Context: an optimization exercise on an open-source flow, tuned for small area. The choices shown serve that exercise and are no tape-out recipe. Where RTL was checked, it was by simulation tests only, not by an equivalence proof against the original. The RTL of run 2 was laid out without a check of its function. Power is estimated from default activity; no workload was simulated.

## flow/design.v (module list and top-level ports; edited modules follow where they fit)
// module CannyEdge: 615 lines
module CannyEdge(dAddrRegRow, dAddrRegCol, bWE, bCE, InData, OutData,
	OPMode, bOPEnable, dReadReg, dWriteReg,	clk, rst_b);
  // ...
==> flow/flow/run.sh <==
#!/bin/bash
# Layout flow.
#  1. the standard synthesis (standard.sh synth).
#  2. The same synthesis script once more, with yosys synth's -noabc, so that
#     the full adders written in the RTL reach extract_fa unchanged (fewer
#     inverters), and with an area-oriented script (abc_map_area.script) for
#     the final ABC mapping. regmap.py checks that it has exactly the standard
#     synthesis's registers (paired by Q net, same cell types) and gives them
#     the standard instance names; if not, the standard netlist is used.
#  3. invopt.py removes inverters around full adders (same function, same
#     registers).
#  4. the standard layout from that netlist, with the port buffers made of
#     the smallest buffer and clock tree synthesis without dummy loads.
# Each tool's output goes to a log file of its own in this folder.
set -euo pipefail
R="$PWD/orfs/results/sky130hd/CannyEdge/base"
bash standard.sh synth > synth.log 2>&1
cp "$R/1_2_yosys.v" std_1_2_yosys.v
{
  sed -n '1p' synth_recipe.tcl | sed 's/yosys synth -nofsm -noshare /yosys synth -nofsm -noshare -noabc /'
  echo 'proc abc {args} {'
  echo '  set i [lsearch $args -script]'
  echo "  if { \$i >= 0 } { lset args [expr {\$i + 1}] $PWD/flow/abc_map_area.script }"
  echo '  yosys abc {*}$args'
  echo '}'
  sed -n '2,$p' synth_recipe.tcl
} > synth_noabc.tcl
sed -e "s|SYNTH_SCRIPT=[^ ]*|SYNTH_SCRIPT=$PWD/synth_noabc.tcl|" \
    -e "s|WORK_HOME=[^ ]*|WORK_HOME=$PWD/orfs_alt|" standard.sh > standard_alt.sh
SRC=std_1_2_yosys.v
if bash standard_alt.sh synth > synth_alt.log 2>&1 &&
   python3 flow/regmap.py std_1_2_yosys.v orfs_alt/results/sky130hd/CannyEdge/base/1_2_yosys.v alt_1_2_yosys.v > regmap.log 2>&1; then
  SRC=alt_1_2_yosys.v
fi
echo "netlist: $SRC" >> regmap.log
python3 flow/invopt.py "$SRC" "$R/1_2_yosys.v" > invopt.log 2>&1
rm -f "$R/1_synth.odb" "$R/1_synth.sdc"
export BUFFER_PORTS_ARGS="-buffer_cell sky130_fd_sc_hd__buf_1"
export CTS_ARGS="-sink_clustering_enable -repair_clock_nets -sink_clustering_size 14 -sink_clustering_max_diameter 80 -buf_list sky130_fd_sc_hd__clkbuf_8 -dont_use_dummy_load"
bash standard.sh > layout.log 2>&1
==> flow/flow/abc_map_area.script <==
strash
dc2
dch
map -a
topo
stime -c
dnsize -c
==> flow/flow/invopt.py <==
#!/usr/bin/env python3
"""Removes inverters around full adders in a mapped sky130hd netlist.

A full adder is self-dual: FA(~a,~b,~c) = (~sum, ~cout). For each fa cell,
this script flips it (feeds it the complement of each input and complements
both outputs) when that lowers the number of inverters: an input driven by an
inverter is fed from the inverter's input instead, and an output that drives
inverters feeds their loads directly. Inverters left without loads are
deleted. The function of the netlist is unchanged; registers are untouched.

usage: invopt.py in.v out.v
"""
import re, sys
from collections import defaultdict

src = open(sys.argv[1]).read()
m_mod = re.search(r'^module .*?;\n', src, re.S | re.M)
body_start = m_mod.end()
end = src.rindex('endmodule')
body = src[body_start:end]
cell_re = re.compile(r'^\s*(sky130_fd_sc_hd__\w+)\s+(\\\S+\s|\S+)\s*\((.*?)\);\n', re.S | re.M)
pin_re = re.compile(r'\.(\w+)\(\s*(.*?)\s*\)(?:,|\s*$)', re.S)

decl_lines = []
cells = {}
order = []
pos = 0
first_cell = None
for m in cell_re.finditer(body):
    if first_cell is None:
        first_cell = m.start()
    typ, name, pins = m.group(1), m.group(2).strip(), m.group(3)
    pd = {}
    for pm in pin_re.finditer(pins):
        pd[pm.group(1)] = pm.group(2).strip()
    cells[name] = {'type': typ, 'pins': pd}
    order.append(name)
decls = body[:first_cell]
rest = cell_re.sub('', body[first_cell:])
if rest.strip():
    sys.exit("unexpected netlist content: " + rest.strip()[:200])

OUTPINS = {'X', 'Y', 'Q', 'Q_N', 'SUM', 'COUT', 'HI', 'LO'}
ports = set()
for m in re.finditer(r'^\s*(input|output)\s+(\[\d+:\d+\]\s+)?(\S+);', decls, re.M):
    ports.add(m.group(3))

def is_port(net):
    base = net.split('[')[0]
    return base in ports or net in ports

drv = {}
loads = defaultdict(set)
def rebuild():
    drv.clear(); loads.clear()
    for n, c in cells.items():
        for p, net in c['pins'].items():
            if p in OUTPINS:
                drv[net] = (n, p)
            else:
                loads[net].add((n, p))
rebuild()

def is_inv(n):
    return n in cells and (cells[n]['type'].startswith('sky130_fd_sc_hd__inv_') or cells[n]['type'].startswith('sky130_fd_sc_hd__clkinv_'))

def inv_of(net):
    """an existing inverter whose input is net, or None"""
    for (c, p) in loads.get(net, ()):
        if is_inv(c):
            return c
    return None

cnt = [0]
newwires = []
def newnet():
    cnt[0] += 1
    n = f"_invopt_n{cnt[0]}_"
    newwires.append(n)
    return n

def newinv(a, y):
    cnt[0] += 1
    name = f"_invopt_i{cnt[0]}_"
    cells[name] = {'type': 'sky130_fd_sc_hd__inv_1', 'pins': {'A': a, 'Y': y}}
    order.append(name)
    drv[y] = (name, 'Y'); loads[a].add((name, 'A'))
    return name

def connect(c, p, net):
    old = cells[c]['pins'][p]
    loads[old].discard((c, p))
    cells[c]['pins'][p] = net
    loads[net].add((c, p))

def delete_if_dead(c):
    if c in cells and is_inv(c):
        y = cells[c]['pins']['Y']
        if not loads.get(y) and not is_port(y):
            a = cells[c]['pins']['A']
            loads[a].discard((c, 'A'))
            del drv[y]
            del cells[c]
            return True
    return False

def gain(f):
    c = cells[f]
    g = 0
    for p in ('A', 'B', 'CIN'):
        n = c['pins'][p]
        d = drv.get(n)
        if d and is_inv(d[0]):
            if len(loads[n]) == 1 and not is_port(n):
                g += 1
        elif n.startswith("1'") or n.startswith("1'b"):
            pass
        else:
            if inv_of(n) is None:
                g -= 1
    for p in ('SUM', 'COUT'):
        n = c['pins'][p]
        if is_port(n):
            return -99
        ls = loads.get(n, set())
        invs = [x for x in ls if is_inv(x[0])]
        others = [x for x in ls if not is_inv(x[0])]
        g += len(invs)
        if others:
            g -= 1
    return g

def flip(f):
    c = cells[f]
    for p in ('A', 'B', 'CIN'):
        n = c['pins'][p]
        d = drv.get(n)
        if n in ("1'h0", "1'b0"):
            connect(f, p, "1'h1")
        elif n in ("1'h1", "1'b1"):
            connect(f, p, "1'h0")
        elif d and is_inv(d[0]):
            src_net = cells[d[0]]['pins']['A']
            connect(f, p, src_net)
            delete_if_dead(d[0])
        else:
            i = inv_of(n)
            if i is None:
                y = newnet()
                newinv(n, y)
                connect(f, p, y)
            else:
                connect(f, p, cells[i]['pins']['Y'])
    for p in ('SUM', 'COUT'):
        n = c['pins'][p]
        pn = newnet()
        del drv[n]
        c['pins'][p] = pn
        drv[pn] = (f, p)
        ls = list(loads.get(n, set()))
        for (lc, lp) in ls:
            if is_inv(lc):
                y = cells[lc]['pins']['Y']
                for (c2, p2) in list(loads.get(y, set())):
                    connect(c2, p2, pn)
                if is_port(y):
                    # keep the inverter as a buffer-less path is not possible
                    continue
                loads[n].discard((lc, 'A'))
                del drv[y]
                del cells[lc]
        if loads.get(n):
            newinv(pn, n)

def ninv():
    return sum(1 for c in cells if is_inv(c))

before = ninv()
fas = [n for n in order if cells[n]['type'].startswith('sky130_fd_sc_hd__fa_')]
def descend():
    changed = True
    p = 0
    while changed and p < 50:
        changed = False
        p += 1
        for f in fas:
            if gain(f) > 0:
                flip(f)
                changed = True
    return p
passes = descend()
# plateau moves: flip adders whose flip keeps the count, then descend again;
# deterministic order, stop when a round brings no gain
for rnd in range(20):
    start = ninv()
    for f in fas:
        if gain(f) == 0:
            flip(f)
            descend()
    if ninv() >= start:
        break
after = ninv()
print(f"inverters: {before} -> {after} (greedy, then plateau moves)", file=sys.stderr)

def fmt(net):
    return net + ' ' if net.startswith('\\') else net

out = [src[:body_start], decls]
for w in newwires:
    out.append(f"  wire {w};\n")
for n in order:
    if n not in cells:
        continue
    c = cells[n]
    pins = ",\n".join(f"    .{p}({fmt(v)})" for p, v in c['pins'].items())
    out.append(f"  {c['type']} {fmt(n)} (\n{pins}\n  );\n")
out.append(src[end:])
open(sys.argv[2], 'w').write("".join(out))
==> flow/flow/regmap.py <==
#!/usr/bin/env python3
"""Gives the registers of an alternative synthesis netlist the instance names
of the standard synthesis.

usage: regmap.py std.v alt.v out.v

Registers are paired by the net on their Q pin. The script fails (exit 1),
writing nothing, unless both netlists have the same number of registers, each
Q net appears once in each, and paired registers have the same cell type.
"""
import re, sys

SEQ = re.compile(r'sky130_fd_sc_hd__(?:s?e?df\w*|dl\w*)_\d+$')
cell_re = re.compile(r'^(\s*)(sky130_fd_sc_hd__\w+)\s+(\\\S+\s|\S+)(\s*\()(.*?\);\n)', re.S | re.M)

def regs(txt):
    out = {}
    for m in cell_re.finditer(txt):
        typ, name = m.group(2), m.group(3).strip()
        if SEQ.match(typ):
            q = re.search(r'\.Q\(\s*(.*?)\s*\)', m.group(5))
            if not q:
                sys.exit(f"register {name} without Q pin")
            q = q.group(1)
            if q in out:
                sys.exit(f"Q net {q} driven twice")
            out[q] = (typ, name)
    return out

std = open(sys.argv[1]).read()
alt = open(sys.argv[2]).read()
rs, ra = regs(std), regs(alt)
if set(rs) != set(ra):
    sys.exit(f"register sets differ: {sorted(set(rs) ^ set(ra))[:10]}")
for q in rs:
    if rs[q][0] != ra[q][0]:
        sys.exit(f"register on {q}: {rs[q][0]} vs {ra[q][0]}")
newname = {ra[q][1]: rs[q][1] for q in rs}
stdnames = set(newname.values())
taken = set(m.group(3).strip() for m in cell_re.finditer(alt))
def fmt(n):
    return n + ' ' if n.startswith('\\') else n
k = [0]
def sub(m):
    name = m.group(3).strip()
    if name in newname:
        name = newname[name]
    elif name in stdnames:
        k[0] += 1
        name = f"_regmap_c{k[0]}_"
        assert name not in taken
    return f"{m.group(1)}{m.group(2)} {fmt(name)}{m.group(4)}{m.group(5)}"
out = cell_re.sub(sub, alt)
chk = regs(out)
assert all(chk[q] == rs[q] for q in rs)
open(sys.argv[3], 'w').write(out)
print(f"{len(rs)} registers renamed to the standard synthesis names, {k[0]} other cells renamed")
==> flow/standard.sh <==
#!/bin/bash
# synth_recipe.tcl (not shown) runs the flow's synth.tcl, then flattens the netlist and writes it again
# the make line also repeats each setting of config.mk as NAME=value (left out here)
make -C /OpenROAD-flow-scripts/flow DESIGN_CONFIG=/design/flow/config.mk WORK_HOME=/design/flow/orfs CLKGATE_MAP_FILE= SYNTH_SCRIPT=/design/flow/synth_recipe.tcl "${@:-finish}"
==> flow/config.mk <==
export PLATFORM = sky130hd
export DESIGN_NAME = CannyEdge
export DESIGN_NICKNAME = CannyEdge
export VERILOG_FILES = /design/flow/design.v
export SDC_FILE = /design/flow/constraint.sdc
export NUM_CORES = 4
export LEC_CHECK = 0
export CAP_MARGIN = 20
export CORE_MARGIN = 2
export CORE_UTILIZATION = 70
export PLACE_DENSITY = 0.8
export SLEW_MARGIN = 20
==> flow/constraint.sdc <==
create_clock -name core_clock -period 12.0 [get_ports {clk}]
set_input_delay 2.4000 -clock core_clock [delete_from_list [all_inputs] [get_ports {clk}]]
set_output_delay 2.4000 -clock core_clock [all_outputs]
set_load 0.01 [all_outputs]
==> flow_summary.yaml, run 1 <==
worst_setup_path:
  slowest_stage: "clkinv_1"
  setup.worst_path.end: "gacc[14]"
  critPathLaunchType: "primary input"
  r2r-start: "cnt[0]"
  cp.buffers_inverters: 4
placement:
  dpl.hpwl_microns: 30300
  routabilityCongestion: 0.956
  dp_slack_ps: 2000
synth:
  ys_warn_count: 2
  syn_area_sq_um: 14900
layout:
  largest_register_ffs: 200
  multi_input_area_sq_um: 6740
  final_cells: 1502
  multi_input_area_share_pct: 42.3
  antenna_cells: 0
  multi_input_gates: 711
pwr:
  total_switching_power_uw: 937
  p_seq_mw: 1.12
run_status:
  outcome: "finished clean"
routing:
  first_iter_violations: 1115
  final_antenna_net_count: 0
floorplan:
  start_util_pct: 71.3
  ios: 38
  die_w_microns: 150
global_route:
  grt_most_used_layer: "met2"
  grt_use_met3_pct: 7.71
  grt_max_degree: 49
flow_run:
  cap_violations: 0
timing:
  slew_headroom_pct: 29.9
  whs_ps: 593
  finalHoldViolations: 0
clocking:
  clock-sinks: 253
  cts-root-buf: "clkbuf_8"
==> inputs of run 2 (changes only) <==
--- a/flow/design.v
+++ b/flow/design.v
@@ -106,204 +106,193 @@
 wire [7:0] xr = ({8{lsel[0]}} & LA) | ({8{lsel[1]}} & LB) | ({8{lsel[2]}} & LC) |
                 ({8{lsel[3]}} & LD) | ({8{lsel[4]}} & LE) | ({8{lsel[5]}} & LF) |
                 ({8{lsel[6]}} & LG);
 reg [14:0] gacc;
 reg gcf;
 wire gfirst = (cnt == 3'd0);
 wire [14:0] gacc_in = gfirst ? {3'd0, X[12], 4'd0} : gacc;
 wire gcf_in = gcf & ~gfirst;
-wire ga_1 = gacc_in[0] ^ LA[0] ^ LB[0];
-wire ga_2 = (gacc_in[0] & LA[0]) | (gacc_in[0] & LB[0]) | (LA[0] & LB[0]);
-wire ga_3 = LC[0] ^ LE[0] ^ ga_1;
-wire ga_4 = (LC[0] & LE[0]) | (LC[0] & ga_1) | (LE[0] & ga_1);
-wire ga_5 = gacc_in[1] ^ LA[1] ^ LB[1];
-wire ga_6 = (gacc_in[1] & LA[1]) | (gacc_in[1] & LB[1]) | (LA[1] & LB[1]);
-wire ga_7 = LB[0] ^ LC[1] ^ LC[0];
-wire ga_8 = (LB[0] & LC[1]) | (LB[0] & LC[0]) | (LC[1] & LC[0]);
-wire ga_9 = LE[1] ^ LE[0] ^ LF[0];
-wire ga_10 = (LE[1] & LE[0]) | (LE[1] & LF[0]) | (LE[0] & LF[0]);
-wire ga_11 = ga_2 ^ ga_5 ^ ga_7;
-wire ga_12 = (ga_2 & ga_5) | (ga_2 & ga_7) | (ga_5 & ga_7);
-wire ga_13 = ga_9 ^ ga_4 ^ ga_11;
-wire ga_14 = (ga_9 & ga_4) | (ga_9 & ga_11) | (ga_4 & ga_11);
-wire ga_15 = gacc_in[2] ^ LA[2] ^ LB[2];
-wire ga_16 = (gacc_in[2] & LA[2]) | (gacc_in[2] & LB[2]) | (LA[2] & LB[2]);
-wire ga_17 = LB[1] ^ LC[2] ^ LC[1];
-wire ga_18 = (LB[1] & LC[2]) | (LB[1] & LC[1]) | (LC[2] & LC[1]);
-wire ga_19 = LD[0] ^ LE[2] ^ LE[1];
-wire ga_20 = (LD[0] & LE[2]) | (LD[0] & LE[1]) | (LE[2] & LE[1]);
-wire ga_21 = LE[0] ^ LF[1] ^ ga_6;
-wire ga_22 = (LE[0] & LF[1]) | (LE[0] & ga_6) | (LF[1] & ga_6);
-wire ga_23 = ga_8 ^ ga_10 ^ ga_15;
-wire ga_24 = (ga_8 & ga_10) | (ga_8 & ga_15) | (ga_10 & ga_15);
-wire ga_25 = ga_17 ^ ga_19 ^ ga_12;
-wire ga_26 = (ga_17 & ga_19) | (ga_17 & ga_12) | (ga_19 & ga_12);
-wire ga_27 = ga_21 ^ ga_23 ^ ga_14;
-wire ga_28 = (ga_21 & ga_23) | (ga_21 & ga_14) | (ga_23 & ga_14);
-wire ga_29 = gacc_in[3] ^ LA[3] ^ LB[3];
-wire ga_30 = (gacc_in[3] & LA[3]) | (gacc_in[3] & LB[3]) | (LA[3] & LB[3]);
-wire ga_31 = LB[2] ^ LC[3] ^ LC[2];
-wire ga_32 = (LB[2] & LC[3]) | (LB[2] & LC[2]) | (LC[3] & LC[2]);
-wire ga_33 = LD[1] ^ LE[3] ^ LE[2];
-wire ga_34 = (LD[1] & LE[3]) | (LD[1] & LE[2]) | (LE[3] & LE[2]);
-wire ga_35 = LE[1] ^ LF[2] ^ LF[0];
-wire ga_36 = (LE[1] & LF[2]) | (LE[1] & LF[0]) | (LF[2] & LF[0]);
-wire ga_37 = ga_16 ^ ga_18 ^ ga_20;
-wire ga_38 = (ga_16 & ga_18) | (ga_16 & ga_20) | (ga_18 & ga_20);
-wire ga_39 = ga_29 ^ ga_31 ^ ga_33;
-wire ga_40 = (ga_29 & ga_31) | (ga_29 & ga_33) | (ga_31 & ga_33);
-wire ga_41 = ga_35 ^ ga_22 ^ ga_24;
-wire ga_42 = (ga_35 & ga_22) | (ga_35 & ga_24) | (ga_22 & ga_24);
-wire ga_43 = ga_37 ^ ga_39 ^ ga_26;
-wire ga_44 = (ga_37 & ga_39) | (ga_37 & ga_26) | (ga_39 & ga_26);
-wire ga_45 = ga_41 ^ ga_28 ^ ga_43;
-wire ga_46 = (ga_41 & ga_28) | (ga_41 & ga_43) | (ga_28 & ga_43);
-wire ga_47 = gacc_in[4] ^ LA[4] ^ LB[4];
-wire ga_48 = (gacc_in[4] & LA[4]) | (gacc_in[4] & LB[4]) | (LA[4] & LB[4]);
-wire ga_49 = LB[3] ^ LC[4] ^ LC[3];
-wire ga_50 = (LB[3] & LC[4]) | (LB[3] & LC[3]) | (LC[4] & LC[3]);
-wire ga_51 = LD[2] ^ LE[4] ^ LE[3];
-wire ga_52 = (LD[2] & LE[4]) | (LD[2] & LE[3]) | (LE[4] & LE[3]);
-wire ga_53 = LE[2] ^ LF[3] ^ LF[1];
-wire ga_54 = (LE[2] & LF[3]) | (LE[2] & LF[1]) | (LF[3] & LF[1]);
-wire ga_55 = ga_30 ^ ga_32 ^ ga_34;
-wire ga_56 = (ga_30 & ga_32) | (ga_30 & ga_34) | (ga_32 & ga_34);
-wire ga_57 = ga_36 ^ ga_47 ^ ga_49;
-wire ga_58 = (ga_36 & ga_47) | (ga_36 & ga_49) | (ga_47 & ga_49);
-wire ga_59 = ga_51 ^ ga_53 ^ ga_38;
-wire ga_60 = (ga_51 & ga_53) | (ga_51 & ga_38) | (ga_53 & ga_38);
-wire ga_61 = ga_40 ^ ga_55 ^ ga_57;
-wire ga_62 = (ga_40 & ga_55) | (ga_40 & ga_57) | (ga_55 & ga_57);
-wire ga_63 = ga_42 ^ ga_59 ^ ga_61;
-wire ga_64 = (ga_42 & ga_59) | (ga_42 & ga_61) | (ga_59 & ga_61);
-wire ga_65 = ga_44 ^ ga_63 ^ ga_46;
-wire ga_66 = (ga_44 & ga_63) | (ga_44 & ga_46) | (ga_63 & ga_46);
-wire ga_67 = gacc_in[5] ^ LA[5] ^ LB[5];
-wire ga_68 = (gacc_in[5] & LA[5]) | (gacc_in[5] & LB[5]) | (LA[5] & LB[5]);
-wire ga_69 = LB[4] ^ LC[5] ^ LC[4];
-wire ga_70 = (LB[4] & LC[5]) | (LB[4] & LC[4]) | (LC[5] & LC[4]);
-wire ga_71 = LD[3] ^ LE[5] ^ LE[4];
-wire ga_72 = (LD[3] & LE[5]) | (LD[3] & LE[4]) | (LE[5] & LE[4]);
-wire ga_73 = LE[3] ^ LF[4] ^ LF[2];
-wire ga_74 = (LE[3] & LF[4]) | (LE[3] & LF[2]) | (LF[4] & LF[2]);
-wire ga_75 = ga_48 ^ ga_50 ^ ga_52;
-wire ga_76 = (ga_48 & ga_50) | (ga_48 & ga_52) | (ga_50 & ga_52);
-wire ga_77 = ga_54 ^ ga_67 ^ ga_69;
-wire ga_78 = (ga_54 & ga_67) | (ga_54 & ga_69) | (ga_67 & ga_69);
-wire ga_79 = ga_71 ^ ga_73 ^ ga_56;
-wire ga_80 = (ga_71 & ga_73) | (ga_71 & ga_56) | (ga_73 & ga_56);
-wire ga_81 = ga_58 ^ ga_75 ^ ga_77;
-wire ga_82 = (ga_58 & ga_75) | (ga_58 & ga_77) | (ga_75 & ga_77);
-wire ga_83 = ga_60 ^ ga_79 ^ ga_62;
-wire ga_84 = (ga_60 & ga_79) | (ga_60 & ga_62) | (ga_79 & ga_62);
-wire ga_85 = ga_81 ^ ga_64 ^ ga_83;
-wire ga_86 = (ga_81 & ga_64) | (ga_81 & ga_83) | (ga_64 & ga_83);
-wire ga_87 = gacc_in[6] ^ LA[6] ^ LB[6];
-wire ga_88 = (gacc_in[6] & LA[6]) | (gacc_in[6] & LB[6]) | (LA[6] & LB[6]);
-wire ga_89 = LB[5] ^ LC[6] ^ LC[5];
-wire ga_90 = (LB[5] & LC[6]) | (LB[5] & LC[5]) | (LC[6] & LC[5]);
-wire ga_91 = LD[4] ^ LE[6] ^ LE[5];
-wire ga_92 = (LD[4] & LE[6]) | (LD[4] & LE[5]) | (LE[6] & LE[5]);
-wire ga_93 = LE[4] ^ LF[5] ^ LF[3];
-wire ga_94 = (LE[4] & LF[5]) | (LE[4] & LF[3]) | (LF[5] & LF[3]);
-wire ga_95 = ga_68 ^ ga_70 ^ ga_72;
-wire ga_96 = (ga_68 & ga_70) | (ga_68 & ga_72) | (ga_70 & ga_72);
-wire ga_97 = ga_74 ^ ga_87 ^ ga_89;
-wire ga_98 = (ga_74 & ga_87) | (ga_74 & ga_89) | (ga_87 & ga_89);
-wire ga_99 = ga_91 ^ ga_93 ^ ga_76;
-wire ga_100 = (ga_91 & ga_93) | (ga_91 & ga_76) | (ga_93 & ga_76);
-wire ga_101 = ga_78 ^ ga_95 ^ ga_97;
-wire ga_102 = (ga_78 & ga_95) | (ga_78 & ga_97) | (ga_95 & ga_97);
-wire ga_103 = ga_80 ^ ga_99 ^ ga_82;
-wire ga_104 = (ga_80 & ga_99) | (ga_80 & ga_82) | (ga_99 & ga_82);
-wire ga_105 = ga_101 ^ ga_84 ^ ga_103;
-wire ga_106 = (ga_101 & ga_84) | (ga_101 & ga_103) | (ga_84 & ga_103);
-wire ga_107 = gacc_in[7] ^ LA[7] ^ LB[7];
-wire ga_108 = (gacc_in[7] & LA[7]) | (gacc_in[7] & LB[7]) | (LA[7] & LB[7]);
-wire ga_109 = LB[6] ^ LC[7] ^ LC[6];
-wire ga_110 = (LB[6] & LC[7]) | (LB[6] & LC[6]) | (LC[7] & LC[6]);
-wire ga_111 = LD[5] ^ LE[7] ^ LE[6];
-wire ga_112 = (LD[5] & LE[7]) | (LD[5] & LE[6]) | (LE[7] & LE[6]);
-wire ga_113 = LE[5] ^ LF[6] ^ LF[4];
-wire ga_114 = (LE[5] & LF[6]) | (LE[5] & LF[4]) | (LF[6] & LF[4]);
-wire ga_115 = ga_88 ^ ga_90 ^ ga_92;
-wire ga_116 = (ga_88 & ga_90) | (ga_88 & ga_92) | (ga_90 & ga_92);
-wire ga_117 = ga_94 ^ ga_107 ^ ga_109;
-wire ga_118 = (ga_94 & ga_107) | (ga_94 & ga_109) | (ga_107 & ga_109);
-wire ga_119 = ga_111 ^ ga_113 ^ ga_96;
-wire ga_120 = (ga_111 & ga_113) | (ga_111 & ga_96) | (ga_113 & ga_96);
-wire ga_121 = ga_98 ^ ga_115 ^ ga_117;
-wire ga_122 = (ga_98 & ga_115) | (ga_98 & ga_117) | (ga_115 & ga_117);
-wire ga_123 = ga_100 ^ ga_119 ^ ga_102;
-wire ga_124 = (ga_100 & ga_119) | (ga_100 & ga_102) | (ga_119 & ga_102);
-wire ga_125 = ga_121 ^ ga_104 ^ ga_123;
-wire ga_126 = (ga_121 & ga_104) | (ga_121 & ga_123) | (ga_104 & ga_123);
-wire ga_127 = gacc_in[8] ^ LB[7] ^ LC[7];
-wire ga_128 = (gacc_in[8] & LB[7]) | (gacc_in[8] & LC[7]) | (LB[7] & LC[7]);
-wire ga_129 = LD[6] ^ LE[7] ^ LE[6];
-wire ga_130 = (LD[6] & LE[7]) | (LD[6] & LE[6]) | (LE[7] & LE[6]);
-wire ga_131 = LF[7] ^ LF[5] ^ gcf_in;
-wire ga_132 = (LF[7] & LF[5]) | (LF[7] & gcf_in) | (LF[5] & gcf_in);
-wire ga_133 = ga_108 ^ ga_110 ^ ga_112;
-wire ga_134 = (ga_108 & ga_110) | (ga_108 & ga_112) | (ga_110 & ga_112);
-wire ga_135 = ga_114 ^ ga_127 ^ ga_129;
-wire ga_136 = (ga_114 & ga_127) | (ga_114 & ga_129) | (ga_127 & ga_129);
-wire ga_137 = ga_131 ^ ga_116 ^ ga_118;
-wire ga_138 = (ga_131 & ga_116) | (ga_131 & ga_118) | (ga_116 & ga_118);
-wire ga_139 = ga_133 ^ ga_135 ^ ga_120;
-wire ga_140 = (ga_133 & ga_135) | (ga_133 & ga_120) | (ga_135 & ga_120);
-wire ga_141 = ga_122 ^ ga_137 ^ ga_139;
-wire ga_142 = (ga_122 & ga_137) | (ga_122 & ga_139) | (ga_137 & ga_139);
-wire ga_143 = ga_124 ^ ga_141 ^ ga_126;
-wire ga_144 = (ga_124 & ga_141) | (ga_124 & ga_126) | (ga_141 & ga_126);
-wire ga_145 = gacc_in[9] ^ LD[7] ^ LE[7];
-wire ga_146 = (gacc_in[9] & LD[7]) | (gacc_in[9] & LE[7]) | (LD[7] & LE[7]);
-wire ga_147 = LF[6] ^ ga_128 ^ ga_130;
-wire ga_148 = (LF[6] & ga_128) | (LF[6] & ga_130) | (ga_128 & ga_130);
-wire ga_149 = ga_132 ^ ga_145 ^ ga_134;
-wire ga_150 = (ga_132 & ga_145) | (ga_132 & ga_134) | (ga_145 & ga_134);
-wire ga_151 = ga_136 ^ ga_147 ^ ga_138;
-wire ga_152 = (ga_136 & ga_147) | (ga_136 & ga_138) | (ga_147 & ga_138);
-wire ga_153 = ga_149 ^ ga_140 ^ ga_151;
-wire ga_154 = (ga_149 & ga_140) | (ga_149 & ga_151) | (ga_140 & ga_151);
-wire ga_155 = ga_142 ^ ga_153 ^ ga_144;
-wire ga_156 = (ga_142 & ga_153) | (ga_142 & ga_144) | (ga_153 & ga_144);
-wire ga_157 = gacc_in[10] ^ LF[7] ^ ga_146;
-wire ga_158 = (gacc_in[10] & LF[7]) | (gacc_in[10] & ga_146) | (LF[7] & ga_146);
-wire ga_159 = ga_148 ^ ga_157 ^ ga_150;
-wire ga_160 = (ga_148 & ga_157) | (ga_148 & ga_150) | (ga_157 & ga_150);
-wire ga_161 = ga_152 ^ ga_159 ^ ga_154;
-wire ga_162 = (ga_152 & ga_159) | (ga_152 & ga_154) | (ga_159 & ga_154);
-wire ga_163 = gacc_in[11] ^ ga_158 ^ ga_160;
-wire ga_164 = (gacc_in[11] & ga_158) | (gacc_in[11] & ga_160) | (ga_158 & ga_160);
-wire ga_165 = ga_25 ^ ga_27;
-wire ga_166 = ga_25 & ga_27;
-wire ga_167 = ga_45 ^ ga_166;
-wire ga_168 = ga_45 & ga_166;
-wire ga_169 = ga_65 ^ ga_168;
-wire ga_170 = ga_65 & ga_168;
-wire ga_171 = ga_85 ^ ga_66 ^ ga_170;
-wire ga_172 = (ga_85 & ga_66) | (ga_85 & ga_170) | (ga_66 & ga_170);
-wire ga_173 = ga_86 ^ ga_105 ^ ga_172;
-wire ga_174 = (ga_86 & ga_105) | (ga_86 & ga_172) | (ga_105 & ga_172);
-wire ga_175 = ga_106 ^ ga_125 ^ ga_174;
-wire ga_176 = (ga_106 & ga_125) | (ga_106 & ga_174) | (ga_125 & ga_174);
-wire ga_177 = ga_161 ^ ga_156;
-wire ga_178 = ga_161 & ga_156;
-wire ga_179 = ga_163 ^ ga_162 ^ ga_178;
-wire ga_180 = (ga_163 & ga_162) | (ga_163 & ga_178) | (ga_162 & ga_178);
-wire ga_181 = gacc_in[12] ^ ga_164 ^ ga_180;
-wire ga_182 = (gacc_in[12] & ga_164) | (gacc_in[12] & ga_180) | (ga_164 & ga_180);
-wire ga_183 = gacc_in[13] ^ ga_182;
-wire ga_184 = gacc_in[13] & ga_182;
-wire ga_185 = gacc_in[14] ^ ga_184;
-wire ga_186 = gacc_in[14] & ga_184;
-wire [14:0] gnext = {ga_185, ga_183, ga_181, ga_179, ga_177, ga_155, ga_143, ga_175, ga_173, ga_171, ga_169, ga_167, ga_165, ga_13, ga_3};
-wire gcf_next = ga_176;
+wire ga_1 = LB[0] ^ LC[0];
+wire ga_2 = LB[0] & LC[0];
+wire ga_3 = LB[1] ^ LC[1] ^ ga_2;
+wire ga_4 = (LB[1] & LC[1]) | (LB[1] & ga_2) | (LC[1] & ga_2);
+wire ga_5 = LB[2] ^ LC[2] ^ ga_4;
+wire ga_6 = (LB[2] & LC[2]) | (LB[2] & ga_4) | (LC[2] & ga_4);
+wire ga_7 = LB[3] ^ LC[3] ^ ga_6;
+wire ga_8 = (LB[3] & LC[3]) | (LB[3] & ga_6) | (LC[3] & ga_6);
+wire ga_9 = LB[4] ^ LC[4] ^ ga_8;
+wire ga_10 = (LB[4] & LC[4]) | (LB[4] & ga_8) | (LC[4] & ga_8);
+wire ga_11 = LB[5] ^ LC[5] ^ ga_10;
+wire ga_12 = (LB[5] & LC[5]) | (LB[5] & ga_10) | (LC[5] & ga_10);
+wire ga_13 = LB[6] ^ LC[6] ^ ga_12;
+wire ga_14 = (LB[6] & LC[6]) | (LB[6] & ga_12) | (LC[6] & ga_12);
+wire ga_15 = LB[7] ^ LC[7] ^ ga_14;
+wire ga_16 = (LB[7] & LC[7]) | (LB[7] & ga_14) | (LC[7] & ga_14);
+wire [8:0] t3 = {ga_16, ga_15, ga_13, ga_11, ga_9, ga_7, ga_5, ga_3, ga_1};
+wire ga_17 = gacc_in[0] ^ LA[0] ^ LE[0];
+wire ga_18 = (gacc_in[0] & LA[0]) | (gacc_in[0] & LE[0]) | (LA[0] & LE[0]);
+wire ga_19 = gacc_in[1] ^ LA[1] ^ LE[1];
+wire ga_20 = (gacc_in[1] & LA[1]) | (gacc_in[1] & LE[1]) | (LA[1] & LE[1]);
+wire ga_21 = LE[0] ^ LF[0] ^ t3[0];
+wire ga_22 = (LE[0] & LF[0]) | (LE[0] & t3[0]) | (LF[0] & t3[0]);
+wire ga_23 = ga_18 ^ ga_19 ^ t3[1];
+wire ga_24 = (ga_18 & ga_19) | (ga_18 & t3[1]) | (ga_19 & t3[1]);
+wire ga_25 = gacc_in[2] ^ LA[2] ^ LD[0];
+wire ga_26 = (gacc_in[2] & LA[2]) | (gacc_in[2] & LD[0]) | (LA[2] & LD[0]);
+wire ga_27 = LE[2] ^ LE[1] ^ LE[0];
+wire ga_28 = (LE[2] & LE[1]) | (LE[2] & LE[0]) | (LE[1] & LE[0]);
+wire ga_29 = LF[1] ^ ga_20 ^ ga_25;
+wire ga_30 = (LF[1] & ga_20) | (LF[1] & ga_25) | (ga_20 & ga_25);
+wire ga_31 = ga_27 ^ ga_22 ^ t3[1];
+wire ga_32 = (ga_27 & ga_22) | (ga_27 & t3[1]) | (ga_22 & t3[1]);
+wire ga_33 = ga_29 ^ t3[2] ^ ga_24;
+wire ga_34 = (ga_29 & t3[2]) | (ga_29 & ga_24) | (t3[2] & ga_24);
+wire ga_35 = gacc_in[3] ^ LA[3] ^ LD[1];
+wire ga_36 = (gacc_in[3] & LA[3]) | (gacc_in[3] & LD[1]) | (LA[3] & LD[1]);
+wire ga_37 = LE[3] ^ LE[2] ^ LE[1];
+wire ga_38 = (LE[3] & LE[2]) | (LE[3] & LE[1]) | (LE[2] & LE[1]);
+wire ga_39 = LF[2] ^ LF[0] ^ ga_26;
+wire ga_40 = (LF[2] & LF[0]) | (LF[2] & ga_26) | (LF[0] & ga_26);
+wire ga_41 = ga_28 ^ ga_35 ^ ga_37;
+wire ga_42 = (ga_28 & ga_35) | (ga_28 & ga_37) | (ga_35 & ga_37);
+wire ga_43 = ga_30 ^ ga_39 ^ ga_41;
+wire ga_44 = (ga_30 & ga_39) | (ga_30 & ga_41) | (ga_39 & ga_41);
+wire ga_45 = t3[2] ^ ga_32 ^ ga_43;
+wire ga_46 = (t3[2] & ga_32) | (t3[2] & ga_43) | (ga_32 & ga_43);
+wire ga_47 = t3[3] ^ ga_34 ^ ga_45;
+wire ga_48 = (t3[3] & ga_34) | (t3[3] & ga_45) | (ga_34 & ga_45);
+wire ga_49 = gacc_in[4] ^ LA[4] ^ LD[2];
+wire ga_50 = (gacc_in[4] & LA[4]) | (gacc_in[4] & LD[2]) | (LA[4] & LD[2]);
+wire ga_51 = LE[4] ^ LE[3] ^ LE[2];
+wire ga_52 = (LE[4] & LE[3]) | (LE[4] & LE[2]) | (LE[3] & LE[2]);
+wire ga_53 = LF[3] ^ LF[1] ^ ga_36;
+wire ga_54 = (LF[3] & LF[1]) | (LF[3] & ga_36) | (LF[1] & ga_36);
+wire ga_55 = ga_38 ^ ga_49 ^ ga_51;
+wire ga_56 = (ga_38 & ga_49) | (ga_38 & ga_51) | (ga_49 & ga_51);
+wire ga_57 = ga_40 ^ ga_42 ^ ga_53;
+wire ga_58 = (ga_40 & ga_42) | (ga_40 & ga_53) | (ga_42 & ga_53);
+wire ga_59 = ga_55 ^ ga_44 ^ ga_57;
+wire ga_60 = (ga_55 & ga_44) | (ga_55 & ga_57) | (ga_44 & ga_57);
+wire ga_61 = t3[3] ^ ga_46 ^ ga_59;
+wire ga_62 = (t3[3] & ga_46) | (t3[3] & ga_59) | (ga_46 & ga_59);
+wire ga_63 = t3[4] ^ ga_48 ^ ga_61;
+wire ga_64 = (t3[4] & ga_48) | (t3[4] & ga_61) | (ga_48 & ga_61);
+wire ga_65 = gacc_in[5] ^ LA[5] ^ LD[3];
+wire ga_66 = (gacc_in[5] & LA[5]) | (gacc_in[5] & LD[3]) | (LA[5] & LD[3]);
+wire ga_67 = LE[5] ^ LE[4] ^ LE[3];
+wire ga_68 = (LE[5] & LE[4]) | (LE[5] & LE[3]) | (LE[4] & LE[3]);
+wire ga_69 = LF[4] ^ LF[2] ^ ga_50;
+wire ga_70 = (LF[4] & LF[2]) | (LF[4] & ga_50) | (LF[2] & ga_50);
+wire ga_71 = ga_52 ^ ga_65 ^ ga_67;
+wire ga_72 = (ga_52 & ga_65) | (ga_52 & ga_67) | (ga_65 & ga_67);
+wire ga_73 = ga_54 ^ ga_56 ^ ga_69;
+wire ga_74 = (ga_54 & ga_56) | (ga_54 & ga_69) | (ga_56 & ga_69);
+wire ga_75 = ga_71 ^ ga_58 ^ ga_73;
+wire ga_76 = (ga_71 & ga_58) | (ga_71 & ga_73) | (ga_58 & ga_73);
+wire ga_77 = ga_60 ^ ga_75 ^ t3[4];
+wire ga_78 = (ga_60 & ga_75) | (ga_60 & t3[4]) | (ga_75 & t3[4]);
+wire ga_79 = ga_62 ^ t3[5] ^ ga_77;
+wire ga_80 = (ga_62 & t3[5]) | (ga_62 & ga_77) | (t3[5] & ga_77);
+wire ga_81 = gacc_in[6] ^ LA[6] ^ LD[4];
+wire ga_82 = (gacc_in[6] & LA[6]) | (gacc_in[6] & LD[4]) | (LA[6] & LD[4]);
+wire ga_83 = LE[6] ^ LE[5] ^ LE[4];
+wire ga_84 = (LE[6] & LE[5]) | (LE[6] & LE[4]) | (LE[5] & LE[4]);
+wire ga_85 = LF[5] ^ LF[3] ^ ga_66;
+wire ga_86 = (LF[5] & LF[3]) | (LF[5] & ga_66) | (LF[3] & ga_66);
+wire ga_87 = ga_68 ^ ga_81 ^ ga_83;
+wire ga_88 = (ga_68 & ga_81) | (ga_68 & ga_83) | (ga_81 & ga_83);
+wire ga_89 = ga_70 ^ ga_72 ^ ga_85;
+wire ga_90 = (ga_70 & ga_72) | (ga_70 & ga_85) | (ga_72 & ga_85);
+wire ga_91 = ga_87 ^ ga_74 ^ ga_89;
+wire ga_92 = (ga_87 & ga_74) | (ga_87 & ga_89) | (ga_74 & ga_89);
+wire ga_93 = ga_76 ^ ga_91 ^ t3[5];
+wire ga_94 = (ga_76 & ga_91) | (ga_76 & t3[5]) | (ga_91 & t3[5]);
+wire ga_95 = ga_78 ^ t3[6] ^ ga_80;
+wire ga_96 = (ga_78 & t3[6]) | (ga_78 & ga_80) | (t3[6] & ga_80);
+wire ga_97 = gacc_in[7] ^ LA[7] ^ LD[5];
+wire ga_98 = (gacc_in[7] & LA[7]) | (gacc_in[7] & LD[5]) | (LA[7] & LD[5]);
+wire ga_99 = LE[7] ^ LE[6] ^ LE[5];
+wire ga_100 = (LE[7] & LE[6]) | (LE[7] & LE[5]) | (LE[6] & LE[5]);
+wire ga_101 = LF[6] ^ LF[4] ^ ga_82;
+wire ga_102 = (LF[6] & LF[4]) | (LF[6] & ga_82) | (LF[4] & ga_82);
+wire ga_103 = ga_84 ^ ga_97 ^ ga_99;
+wire ga_104 = (ga_84 & ga_97) | (ga_84 & ga_99) | (ga_97 & ga_99);
+wire ga_105 = ga_86 ^ ga_88 ^ ga_101;
+wire ga_106 = (ga_86 & ga_88) | (ga_86 & ga_101) | (ga_88 & ga_101);
+wire ga_107 = ga_103 ^ ga_90 ^ ga_105;
+wire ga_108 = (ga_103 & ga_90) | (ga_103 & ga_105) | (ga_90 & ga_105);
+wire ga_109 = ga_92 ^ ga_107 ^ t3[6];
+wire ga_110 = (ga_92 & ga_107) | (ga_92 & t3[6]) | (ga_107 & t3[6]);
+wire ga_111 = ga_94 ^ t3[7] ^ ga_96;
+wire ga_112 = (ga_94 & t3[7]) | (ga_94 & ga_96) | (t3[7] & ga_96);
+wire ga_113 = gacc_in[8] ^ LD[6] ^ LE[7];
+wire ga_114 = (gacc_in[8] & LD[6]) | (gacc_in[8] & LE[7]) | (LD[6] & LE[7]);
+wire ga_115 = LE[6] ^ LF[7] ^ LF[5];
+wire ga_116 = (LE[6] & LF[7]) | (LE[6] & LF[5]) | (LF[7] & LF[5]);
+wire ga_117 = gcf_in ^ ga_98 ^ ga_100;
+wire ga_118 = (gcf_in & ga_98) | (gcf_in & ga_100) | (ga_98 & ga_100);
+wire ga_119 = ga_113 ^ ga_115 ^ ga_102;
+wire ga_120 = (ga_113 & ga_115) | (ga_113 & ga_102) | (ga_115 & ga_102);
+wire ga_121 = ga_104 ^ ga_117 ^ ga_106;
+wire ga_122 = (ga_104 & ga_117) | (ga_104 & ga_106) | (ga_117 & ga_106);
+wire ga_123 = ga_119 ^ ga_108 ^ ga_121;
+wire ga_124 = (ga_119 & ga_108) | (ga_119 & ga_121) | (ga_108 & ga_121);
+wire ga_125 = ga_123 ^ t3[8] ^ t3[7];
+wire ga_126 = (ga_123 & t3[8]) | (ga_123 & t3[7]) | (t3[8] & t3[7]);
+wire ga_127 = ga_110 ^ ga_112 ^ ga_125;
+wire ga_128 = (ga_110 & ga_112) | (ga_110 & ga_125) | (ga_112 & ga_125);
+wire ga_129 = gacc_in[9] ^ LD[7] ^ LE[7];
+wire ga_130 = (gacc_in[9] & LD[7]) | (gacc_in[9] & LE[7]) | (LD[7] & LE[7]);
+wire ga_131 = LF[6] ^ ga_114 ^ ga_116;
+wire ga_132 = (LF[6] & ga_114) | (LF[6] & ga_116) | (ga_114 & ga_116);
+wire ga_133 = ga_129 ^ ga_118 ^ ga_131;
+wire ga_134 = (ga_129 & ga_118) | (ga_129 & ga_131) | (ga_118 & ga_131);
+wire ga_135 = ga_120 ^ ga_133 ^ ga_122;
+wire ga_136 = (ga_120 & ga_133) | (ga_120 & ga_122) | (ga_133 & ga_122);
+wire ga_137 = ga_124 ^ ga_135 ^ t3[8];
+wire ga_138 = (ga_124 & ga_135) | (ga_124 & t3[8]) | (ga_135 & t3[8]);
+wire ga_139 = ga_126 ^ ga_137 ^ ga_128;
+wire ga_140 = (ga_126 & ga_137) | (ga_126 & ga_128) | (ga_137 & ga_128);
+wire ga_141 = gacc_in[10] ^ LF[7] ^ ga_130;
+wire ga_142 = (gacc_in[10] & LF[7]) | (gacc_in[10] & ga_130) | (LF[7] & ga_130);
+wire ga_143 = ga_132 ^ ga_141 ^ ga_134;
+wire ga_144 = (ga_132 & ga_141) | (ga_132 & ga_134) | (ga_141 & ga_134);
+wire ga_145 = ga_143 ^ ga_136 ^ ga_138;
+wire ga_146 = (ga_143 & ga_136) | (ga_143 & ga_138) | (ga_136 & ga_138);
+wire ga_147 = gacc_in[11] ^ ga_142 ^ ga_144;
+wire ga_148 = (gacc_in[11] & ga_142) | (gacc_in[11] & ga_144) | (ga_142 & ga_144);
+wire ga_149 = t3[0] ^ ga_17;
+wire ga_150 = t3[0] & ga_17;
+wire ga_151 = ga_21 ^ ga_23 ^ ga_150;
+wire ga_152 = (ga_21 & ga_23) | (ga_21 & ga_150) | (ga_23 & ga_150);
+wire ga_153 = ga_31 ^ ga_33 ^ ga_152;
+wire ga_154 = (ga_31 & ga_33) | (ga_31 & ga_152) | (ga_33 & ga_152);
+wire ga_155 = ga_47 ^ ga_154;
+wire ga_156 = ga_47 & ga_154;
+wire ga_157 = ga_63 ^ ga_156;
+wire ga_158 = ga_63 & ga_156;
+wire ga_159 = ga_64 ^ ga_79 ^ ga_158;
+wire ga_160 = (ga_64 & ga_79) | (ga_64 & ga_158) | (ga_79 & ga_158);
+wire ga_161 = ga_93 ^ ga_95 ^ ga_160;
+wire ga_162 = (ga_93 & ga_95) | (ga_93 & ga_160) | (ga_95 & ga_160);
+wire ga_163 = ga_109 ^ ga_111 ^ ga_162;
+wire ga_164 = (ga_109 & ga_111) | (ga_109 & ga_162) | (ga_111 & ga_162);
+wire ga_165 = ga_145 ^ ga_140;
+wire ga_166 = ga_145 & ga_140;
+wire ga_167 = ga_147 ^ ga_146 ^ ga_166;
+wire ga_168 = (ga_147 & ga_146) | (ga_147 & ga_166) | (ga_146 & ga_166);
+wire ga_169 = gacc_in[12] ^ ga_148 ^ ga_168;
+wire ga_170 = (gacc_in[12] & ga_148) | (gacc_in[12] & ga_168) | (ga_148 & ga_168);
+wire ga_171 = gacc_in[13] ^ ga_170;
+wire ga_172 = gacc_in[13] & ga_170;
+wire ga_173 = gacc_in[14] ^ ga_172;
+wire ga_174 = gacc_in[14] & ga_172;
+wire [14:0] gnext = {ga_173, ga_171, ga_169, ga_167, ga_165, ga_139, ga_127, ga_163, ga_161, ga_159, ga_157, ga_155, ga_153, ga_151, ga_149};
+wire gcf_next = ga_164;
 always @(posedge clk) if (op0 & ~cnt[2]) begin
 	gacc <= gnext;
 	gcf <= gcf_next;
 end
 wire [7:0] gf = {gacc[14:8] + {6'd0, gcf}, gacc[7]};
 wire [7:0] X0 = X[0], X1 = X[1], X2 = X[2], X5 = X[5], X7 = X[7], X10 = X[10], X11 = X[11], X12 = X[12];
 wire sb_1 = X2[0] ^ ~X10[0] ^ 1'b1;
 wire sb_2 = (X2[0] & ~X10[0]) | (X2[0] & 1'b1) | (~X10[0] & 1'b1);
--- a/flow/flow/run.sh
+++ b/flow/flow/run.sh
@@ -31,10 +31,10 @@
 if bash standard_alt.sh synth > synth_alt.log 2>&1 &&
    python3 flow/regmap.py std_1_2_yosys.v orfs_alt/results/sky130hd/CannyEdge/base/1_2_yosys.v alt_1_2_yosys.v > regmap.log 2>&1; then
   SRC=alt_1_2_yosys.v
 fi
 echo "netlist: $SRC" >> regmap.log
 python3 flow/invopt.py "$SRC" "$R/1_2_yosys.v" > invopt.log 2>&1
 rm -f "$R/1_synth.odb" "$R/1_synth.sdc"
 export BUFFER_PORTS_ARGS="-buffer_cell sky130_fd_sc_hd__buf_1"
-export CTS_ARGS="-sink_clustering_enable -repair_clock_nets -sink_clustering_size 14 -sink_clustering_max_diameter 80 -buf_list sky130_fd_sc_hd__clkbuf_8 -dont_use_dummy_load"
+export CTS_ARGS="-sink_clustering_enable -repair_clock_nets -sink_clustering_size 20 -sink_clustering_max_diameter 100 -buf_list sky130_fd_sc_hd__clkbuf_16 -dont_use_dummy_load"
 bash standard.sh > layout.log 2>&1
==> flow/flow/abc_map_area.script (replaced) <==
strash
dch
map -a
topo
stime -c
dnsize -c
==> flow/config.mk (replaced) <==
export PLATFORM = sky130hd
export DESIGN_NAME = CannyEdge
export DESIGN_NICKNAME = CannyEdge
export VERILOG_FILES = /design/flow/design.v
export SDC_FILE = /design/flow/constraint.sdc
export NUM_CORES = 4
export LEC_CHECK = 0
export CAP_MARGIN = 20
export CORE_MARGIN = 2
export CORE_UTILIZATION = 70
export CTS_BUF_LIST = sky130_fd_sc_hd__clkbuf_16
export CTS_CLUSTER_DIAMETER = 100
export CTS_CLUSTER_SIZE = 20
export PLACE_DENSITY = 0.8
export SLEW_MARGIN = 20
==> run 2 against run 1 <==
Effect of this change:
- still clean on timing, DRC and antenna
- register-to-register slack got worse by 90 ps
- combinational power increased by 27%
- first-iteration DRC count is 3.2% higher
- sequential cell count is the same
- area after synthesis fell by 0.53%
- worst setup slack got worse by 850 ps
- clock skew is 15 ps lower
- non-clock buffer count increased by 3
- die area shrank 0.51%
- power increased by 16%
- sequential power rose by 4%
- global-route usage shrank 0.28 points
- critical path type unchanged
==> flow_summary.yaml, run 2 <==
layout:
  final_cells: 1516
  area_growth_pct: 7.82
  reg_top3: "X (200), gacc (15), zf (9)"
  nets: 1486
  top_register: "X"
  nFillCells: 1283
  final_common_cell: "edfxtp_1"
  final_cell_mix: "247 x edfxtp_1, 160 x fa_1, 155 x clkinv_1"
  antenna_cells: 0
  final_util_pct: 76.4
  largest_register_ffs: 200
  fin_area_sq_um: 16000
  final_layout_size_suffix_gt1_share_pct: 4.67
timing:
  setup-tns-final_ps: 0
  slew_headroom_pct: 25.1
  finalSetupViolations: 0
  tightest_slew_ps: 1120
  finalHoldViolations: 0
  rsz0062_at_grt: "no"
  fmax_mhz: 95.4
  finalCritPeriodShare_pct: 87.3
  min_period_ps: 10480
  finalClockSkew_ps: 37.8
  slew_violations: 0
clocking:
  cts_htree_levels: 1
  ctsHoldBuffers: 0
  clock-sinks: 253
  clock_path_buffers: 3
  numCtsBuffers: 16
  clkTransAtPathRegs_ps: 80
  insertion_delay_ps: 510
  post_cts_buffers: 0
  cts_tree: "done"
  cts_resized: 0
  cts-root-buf: "clkbuf_16"
global_route:
  grt_pass1_wl_microns: 58300
  first_global_vias: 9985
  grt_max_degree: 36
  antenna_found_initial: 0
  track_usage_pct: 36.1
  grt_overflow_total: 0
routing:
  firstDrtPassIters: 7
  vias_per_cell: 6.38
  first_iter_violations: 1151
  wire_per_inst_microns: 25.4
  final_antenna_net_count: 0
  vias: 9668
  drc_errors: 0
  wirelength_microns: 38500
floorplan:
  fp.coreArea_sq_um: 21000
  num_rows: 53
  dieArea_sq_um: 22400
  die_y_microns: 150
  start_util_pct: 70.9
  ios: 38
  die_w_microns: 150
pwr:
  ir_drop_mv: 0.224
  leakage_nw: 5.39
  p_per_area_nw_per_um2: 199
run_status:
  outcome: "finished clean"
hold_path:
  hold_class: "reg -> reg"
placement:
  port_buffers: 37
  routabilityCongestion: 1.01
  dp.cells: 1500
  dpl.hpwl_microns: 29800
  post_dp_cell_area_sq_um: 15600
synth:
  syn_area_sq_um: 14900
  syn_area_per_cell_sq_um: 12.8
  postSynthCellCount: 1158
  ys_warn_count: 2
  synth_nets: 1401
worst_setup_path:
  crit_fanout: 30
  end_kind: "flop"
  worstPathRequired_ps: 12240
  cp_data_arrival_time_ps: 10710
  rrSetupSlack_ps: 2500
  critPathLaunchType: "primary input"
  worstSetupPathType: "in -> reg"
flow_run:
  cap_violations: 0
[run 2: path summary, 6_finish.rpt]
check,start,endpoint,cells after the start
min,cnt[2],cnt[2],2
min reg2reg,cnt[2],cnt[2],2
min in group asynchronous,rst_b,cnt[2],1
max,dAddrRegCol[2],gacc[14],23
max in group asynchronous,rst_b,cnt[0],1
max reg2reg,cnt[0],gacc[14],25
[run 2: layer usage]
metal / track usage [%] / wire length [microns] / vias to the layer above
met5: 0 / 0 / -
met1: 49.1 / 14200 / 4783
li1: - / - / 4222
met3: 7.47 / 4160 / 95
met4: 12.5 / 1450 / 0
met2: 59.2 / 18700 / 568
[run 2: critical path: stages]
cell and delay [ps]:
buf_1 230, nor3_1 170, clkinv_1 90, nor2_1 50, a2111oi_0 850, o221ai_4 590
nand2_1 190, o211ai_1 280, fa_1 540, fa_1 460, fa_1 560, fa_1 430
fa_1 460, fa_1 400, fa_1 390, fa_1 400, fa_1 430, fa_1 410
ha_1 230, fa_1 380, fa_1 390, ha_1 210, xnor2_1 120
[run 2: area by class of cell]
type / instances / area, sq um / area share, %
sequential: 253 / 7550 / 47.2
inverter: 180 / 676 / 4.22
clock buffer: 16 / 400 / 2.50
timing repair buffer: 67 / 364 / 2.27
multi-input combinational: 725 / 6680 / 41.7
tap: 275 / 344 / 2.15
[run 2: where the power goes]
group / leakage (nW) / total, mW / switching [mW] / internal (mW)
registers: 2.07 / 1.16 / 0.00787 / 1.15
clock network: 0.197 / 0.504 / 0.266 / 0.238
logic: 3.12 / 1.52 / 0.833 / 0.687
[run 2: per-stage QoR]
step                total power, mW  setup WS, ps  hold slack, ps
CTS                            3.18          1560             597
finish                         3.18          1520             597
detailed placement             2.69          1070             586
floorplan                      2.25           487             517
global route                   3.44          1120             621
global placement               2.53          1140             564

-- afterwards: timing with drivers on the ports --
Ports are ideal in the flow. The routed layouts listed here were re-timed in OpenROAD.
Step 1 sets driving cells, clkbuf_16 on the clock port and buf_2 on the other inputs (assumed; they add their load-dependent delay and slew).
Step 2 also shifts input and output timing later by t, the mid clock arrival at the registers, as if the neighbouring blocks saw the same clock.
a / b / c = ideal / step 1 / step 2; a / b = the first two.
run | t, ns | setup WS [ns] | hold slack, ns | slew at the worst register clock pin (ns) | worst slew at a driven data input, ns
run 1 | 0.589 | 2.371 / 2.397 / 1.808 | 0.593 / 0.593 / 0.593 | 0.10 / 0.10 | 0.04
run 2 | 0.536 | 1.522 / 1.547 / 1.011 | 0.597 / 0.597 / 0.597 | 0.08 / 0.08 | 0.03
After both steps setup and hold are still met in every run listed. For run 1, which loses most, drivers alone change the setup slack by +0.026 ns; drivers and shift together by -0.563 ns.
